This design comes from an exercise in tuning for small area, a short achievable clock period and few clock cycles per item on the open sky130 flow, not from production work.
Only simulation tests tie the RTL to the original design; equivalence was not proved.
Power and IR drop assume default switching activity.

==> flow/design.v (excerpt) <==
module  ATCONV(
	input		clk,
	input		reset,
	output 	    busy,
	input		ready,
	output reg	[11:0]	iaddr,
	input signed [12:0]	idata,
	output	reg 	cwr,
	output  reg	[11:0]	caddr_wr,
	output reg 	[12:0] 	cdata_wr,
	output	reg 	crd,       
	output  reg	[11:0] 	caddr_rd,
	input 	[12:0] 	cdata_rd,
	output reg 	csel
	);
export LEC_CHECK = 0
export CAP_MARGIN = 20
export CORE_MARGIN = 2
export CORE_UTILIZATION = 40
export CTS_CLUSTER_DIAMETER = 70
export CTS_CLUSTER_SIZE = 30
export SLEW_MARGIN = 20
create_clock -name core_clock -period 10.0 [get_ports {clk}]
standard.sh (not shown) runs the stock make flow with config.mk's settings and CLKGATE_MAP_FILE= SYNTH_SCRIPT=/design/flow/synth_recipe.tcl, a recipe that flattens the netlist after the stock synthesis.
==> flow/flow/run.sh <==
#!/bin/bash
set -euo pipefail
export BUFFER_PORTS_ARGS="-buffer_cell sky130_fd_sc_hd__buf_2"
export SETUP_SLACK_MARGIN=6.9
bash standard.sh > standard.log 2>&1
Testbench counts at the start, summed over its fixed seeds: cycles 215,776, images 32.
Next try:
==> flow/flow/run.sh (replaced) <==
#!/bin/bash
set -euo pipefail
export BUFFER_PORTS_ARGS="-buffer_cell sky130_fd_sc_hd__buf_2"
export SETUP_SLACK_MARGIN=6.75
bash standard.sh > standard.log 2>&1
CTS_CLUSTER_DIAMETER = 100   (was 70)
=>
- synthesized cell count stays the same
- non-clock buffer count stays the same
- worst setup slack is worse by 63 ps
- core utilization falls by 1.4 points
Next try:
==> flow/flow/run.sh (replaced) <==
#!/bin/bash
set -euo pipefail
export BUFFER_PORTS_ARGS="-buffer_cell sky130_fd_sc_hd__buf_2"
export SETUP_SLACK_MARGIN=7.05
bash standard.sh > standard.log 2>&1
Effect: The changed run finished with timing, DRC and antenna clean. Sequential cell count stays the same. Setup slack gains 120 ps. Die area is unchanged. Cell area grows by 1.9%. Clock skew hardly moves.

========
run A:
The RTL this note starts from:
==> flow/design.v <==
`timescale 1ns/10ps
module  ATCONV(
	input		clk,
	input		reset,
	output 	    busy,
	input		ready,
	output reg	[11:0]	iaddr,
	input signed [12:0]	idata,
	output	reg 	cwr,
	output  reg	[11:0]	caddr_wr,
	output reg 	[12:0] 	cdata_wr,
	output	reg 	crd,       
	output  reg	[11:0] 	caddr_rd,
	input 	[12:0] 	cdata_rd,
	output reg 	csel
	);
	localparam K = 4;           
	localparam L = K + 2;       
	function [12:0] inc13;
		input [12:0] x;
		input ci;
		reg c;
		integer i;
		begin
			c = ci;
			for (i = 0; i < 13; i = i + 1) begin
				inc13[i] = x[i] ^ c;
				c = c & x[i];
			end
		end
	endfunction
	reg        run;
	reg        busy_r;    
	reg [2:0]  ci;
	reg [5:0]  s;
	reg        cp;
	reg [4:0]  b;
	assign busy = busy_r;
	wire tail   = b[4] & (s == 6'd2);
	wire last_i = tail ? (ci == 3'd4) : (ci == L-1);
	reg [2:0] n_ci;
	reg [5:0] n_s;
	reg       n_cp;
	reg [4:0] n_b;
	always @(*) begin
		n_ci = ci + 3'd1;
		n_s  = s;
		n_cp = cp;
		n_b  = b;
		if (last_i) begin
			n_ci = 3'd0;
			if (b[4]) begin
				if (s != 6'd2) n_s = s + 6'd1;
			end else if (s == 6'd32) begin
				n_s = cp ? 6'd0 : 6'd1;
				n_cp = ~cp;
				if (cp) n_b = b + 5'd1;
			end else
				n_s = s + 6'd1;
		end
	end
	wire [7:0] row  = {b[4:1], 3'b000} + {7'd0, b[0]} + {4'd0, ci, 1'b0} - 8'd2;
	wire [5:0] rowc = row[7] ? 6'd0 : (row[6] ? 6'd63 : row[5:0]);
	wire [5:0] sm1  = s - 6'd1;
	wire [5:0] s32  = 6'd32 - s;
	wire [5:0] col  = cp ? ((s == 6'd0) ? 6'd0 : {sm1[4:0], 1'b1})
	                     : ((s == 6'd0) ? 6'd63 : {s32[4:0], 1'b0});
	wire fl = (s == 6'd0) | (cp & (s == 6'd1));    
	wire wv = (ci >= 3'd2) & (((s >= 6'd2) & ~b[4]) | (fl & ((b != 5'd0) | cp)));
	reg [12:0] pix, x1, x2;
	always @(posedge clk) begin
		pix <= idata;
		x1  <= pix;
		x2  <= x1;
	end
	reg [3:0] wvp;           
	reg [2:0] flp;           
	always @(posedge clk or posedge reset) begin
		if (reset) begin
			wvp <= 4'b0000;
			flp <= 3'b000;
		end else begin
			wvp <= {wvp[2:0], wv & run};
			flp <= {flp[1:0], fl};
		end
	end
	reg [17*L-1:0] Pring;
	reg [16*L-1:0] Nring;
	wire [15:0] sx2 = {{3{x2[12]}}, x2};
	wire [15:0] spx = {{3{pix[12]}}, pix};
	wire [15:0] v   = sx2 + spx + {x1[12], x1, 2'b00};                          
	wire [16:0] cc  = {x1, 4'b0000} - {sx2[15], sx2, 1'b0} - {spx[15], spx, 1'b0};  
	reg  [15:0] Vr;
	reg  [16:0] Cr;
	always @(posedge clk) begin
		Vr <= v;
		Cr <= cc;
	end
	wire [15:0] Nh = Nring[15:0];
	wire [15:0] Xo = flp[2] ? Nh : Vr;
	wire [16:0] t2 = Pring[16:0] - {Xo[15], Xo};    
	wire [16:0] Pn = Cr - {Nh[15], Nh} - 17'd188;
	reg  [12:0] t2r;
	always @(posedge clk) begin
		Pring <= {Pn, Pring[17*L-1:17]};
		Nring <= {Vr, Nring[16*L-1:16]};
		t2r   <= t2[16:4];
	end
	wire ok0 = ~t2r[12] & (|t2r[11:0]) & (t2r[11:0] < 12'hFF5);
	wire [12:0] l0 = {1'b0, t2r[11:0] & {12{ok0}}};
	reg [2:0] wg;
	reg [1:0] wj;
	reg       wrp, wpar;
	reg [4:0] wk;
	always @(posedge clk or posedge reset) begin
		if (reset) begin
			wg <= 3'd0; wj <= 2'd0; wrp <= 1'b0; wpar <= 1'b0; wk <= 5'd0;
		end else if (wvp[3]) begin
			wj <= wj + 2'd1;
			if (wj == 2'b11) begin
				wk <= wk + 5'd1;
				if (wk == 5'd31) begin
					wpar <= ~wpar;
					if (wpar) begin
						wrp <= ~wrp;
						if (wrp) wg <= wg + 3'd1;
					end
				end
			end
		end
	end
	wire [5:0] wrow = {wg, wj, wrp};
	wire [5:0] wcol = {wk ^ {5{~wpar}}, wpar};
	reg [12:0] pc;             
	reg        pst, pwp, c0;
	reg        rv, r0;
	reg [12:0] rdr, mx;
	reg        rd;             
	reg        done;           
	wire [12:0] pcn = pc + {12'd0, rd};
	wire [2:0] st = tail ? 3'd2 : 3'd3;
	wire [2:0] wc = tail ? 3'd4 : 3'd5;
	reg  [3:0]  rg;            
	reg         pen;
	wire [2:0]  pg  = pc[11:9];
	wire [4:0]  pj  = pc[8:4];
	wire [3:0]  pg1 = {1'b0, pg} + 4'd1;
	wire        lst = b[0] & cp;                       
	wire        r_same = ({1'b0, pg} < rg) | (({1'b0, pg} == b[4:1]) & lst & ({1'b0, pj} + 6'd4 <= s));
	wire        r_j1   = ({1'b0, pg} < rg) | (({1'b0, pg} == b[4:1]) & lst & ({1'b0, pj} + 6'd5 <= s));
	wire        r_g1   = ~pg1[3] & ((pg1 < rg) | ((pg1 == b[4:1]) & lst & (s >= 6'd4)));
	wire        pen_n  = ~pc[12] & ((~pst | (pc[3:2] != 2'b11)) ? r_same :
	                                (pj != 5'd31) ? r_j1 : r_g1);
	wire rd_next = run & ~done & ((ci == st) ? pen :
	               ((ci == st + 3'd1) | (ci == 3'd0) | (ci == 3'd1)) ? pst : 1'b0);
	wire [9:0]  l1a = pc[11:2] - 10'd1;
	wire [8:0]  mxi = mx[12:4] + 9'd1;
	wire [12:0] l1 = (mx[3:0] != 4'd0) ? {mxi, 4'b0000} : mx;
	wire wr1  = (ci == wc) & pwp;
	always @(posedge clk) begin
		rdr <= cdata_rd;
		if (rv) mx <= (r0 | (rdr > mx)) ? rdr : mx;
		crd <= rd_next;
		pen <= pen_n;
		caddr_rd <= (run & ~done) ? {pcn[11:9], pcn[3:2], pcn[1], pcn[8:4], pcn[0]} : 12'd0;
		cdata_wr <= wr1 ? l1 : l0;
		caddr_wr <= wr1 ? {2'b00, l1a[9:7], l1a[1:0], l1a[6:2]} : {wrow, wcol};
		if (!run) iaddr <= 12'd63;
		else iaddr <= {rowc, col};
	end
	always @(posedge clk)
		busy_r <= ~reset & (run ? ~done : ready);
	always @(posedge clk or posedge reset) begin
		if (reset) begin
			done <= 1'b0;
			run <= 1'b0;
			ci <= 3'd1; s <= 6'd0; cp <= 1'b0; b <= 5'd0;
			pc <= 13'd0; pst <= 1'b0; pwp <= 1'b0; c0 <= 1'b0; rg <= 4'd0;
			rv <= 1'b0; r0 <= 1'b0;
			rd <= 1'b0; cwr <= 1'b0; csel <= 1'b0;
		end else begin
			rv <= rd;
			r0 <= c0;
			rg <= ((s >= 6'd2) | cp | b[0]) ? b[4:1] : ((b[4:1] == 4'd0) ? 4'd0 : b[4:1] - 4'd1);
			if (!run) begin
				run <= ready;
				cwr <= 1'b0;
				rd <= 1'b0;
				csel <= 1'b0;
				c0 <= 1'b0;
			end else if (done) begin
				run <= 1'b0;
				ci <= 3'd1; s <= 6'd0; cp <= 1'b0; b <= 5'd0;
				pc <= 13'd0; pst <= 1'b0; pwp <= 1'b0; c0 <= 1'b0; done <= 1'b0;
				rd <= 1'b0; cwr <= 1'b0; csel <= 1'b0;
			end else begin
				ci <= n_ci; s <= n_s; cp <= n_cp; b <= n_b;
				pc <= pcn;
				rd <= rd_next;
				c0 <= (ci == st) & pen;
				if (ci == st) begin
					pst <= pen;
					pwp <= pst;
				end
				cwr  <= wvp[3] | wr1;
				csel <= wr1;
				done <= wr1 & (l1a == 10'h3FF);
			end
		end
	end
endmodule
clock: 10.0 ns
lec_check: 0
cap_margin: 20
core_margin: 2
core_utilization: 40
cts_cluster_diameter: 100
cts_cluster_size: 30
slew_margin: 20
==> flow/flow/run.sh <==
#!/bin/bash
set -euo pipefail
export BUFFER_PORTS_ARGS="-buffer_cell sky130_fd_sc_hd__buf_2"
export SETUP_SLACK_MARGIN=7.2
bash standard.sh > standard.log 2>&1
Run A | stages: all done | timing, DRC, antenna: all pass
Testbench counts of run A, summed over its fixed seeds: cycles 216,096, images 32.
> inputs changed (run A -> run B)
==> flow/flow/run.sh <==
#!/bin/bash
set -euo pipefail
export BUFFER_PORTS_ARGS="-buffer_cell sky130_fd_sc_hd__buf_2"
export SETUP_SLACK_MARGIN=6.9
bash standard.sh > standard.log 2>&1
--- outcome ---
Run B ran to completion and came out clean on the timing, DRC and antenna checks. Run B and run A ended up with roughly the same delay of the slowest cell on the worst path. Compared with run A, in run B post-route total power fell by 0.089 mW, wire length of the first global-routing pass went down, total via count after detailed routing went down by about 0.9%, area added between synthesis and finish went down, utilization went down by 0.98 points. Run B leaves more setup margin than run A.
Edits applied to the flow inputs when going from run B to run C:
- swapping 100 for 90 in CTS_CLUSTER_DIAMETER
- swapping 30 for 34 in CTS_CLUSTER_SIZE
## What came out
Clock period minus worst slack: run C worse than run B
Between run B and run C, the difference in first-pass GRT wire length is negligible.
Run B -> run C: instance count of the mapped netlist delta 0, exact match
Between run B and run C, the standby leakage power is higher for run C.
Run comparison: run B worst setup path startpoint cwr; run C worst setup path startpoint csel
Final worst slack came out lower on run C than on run B.
Compared with run B, run C shows overall power that has gone up slightly.
Run C and run B ended up with roughly the same post-layout instance count excluding filler cells.
~same share of post-route cells with drive strength above 1 in run B and run C
Compare run B and run C | final core utilization lower: run B
Total routing resource utilization after global routing of run C is on par with run B.

what the ideal ports hide:
How much do the figures lean on ideal ports? The routed layouts below were timed once more, with nothing changed but the port constraints.
Step 1, drivers: a clkbuf_16 drives clk and a buf_2 each remaining input, both assumed.
Step 2 adds t to the input delays and takes it off the output delays; t is the mean of the earliest and latest rising clock arrival at the registers after step 1. Input paths then give back, and output paths get back, about the clock's delay inside the block.
Slacks: ideal / step 1 / step 2; pairs: ideal / step 1.
run	t, ns	slack for setup (ns)	latest minus earliest clock arrival (ns)	worst slew at a driven data input, ns	cell pins on the clock port's net
the first run of note 1	0.606	6.960 / 6.907 / 6.839	0.019 / 0.020	0.03	1
the second run of note 1	0.563	6.896 / 6.896 / 6.843	0.014 / 0.014	0.03	1
the third run of note 1	0.564	7.018 / 6.967 / 6.823	0.016 / 0.016	0.03	1
run A	0.577	6.959 / 6.906 / 6.899	0.017 / 0.017	0.05	1
run B	0.573	6.966 / 6.913 / 6.906	0.023 / 0.023	0.04	1
run C	0.582	6.939 / 6.885 / 6.905	0.053 / 0.053	0.04	1
After both steps every run listed still meets setup and hold. The setup slack of the third run of note 1, which loses most, moves by -0.051 ns with the drivers and by -0.195 ns with both steps.
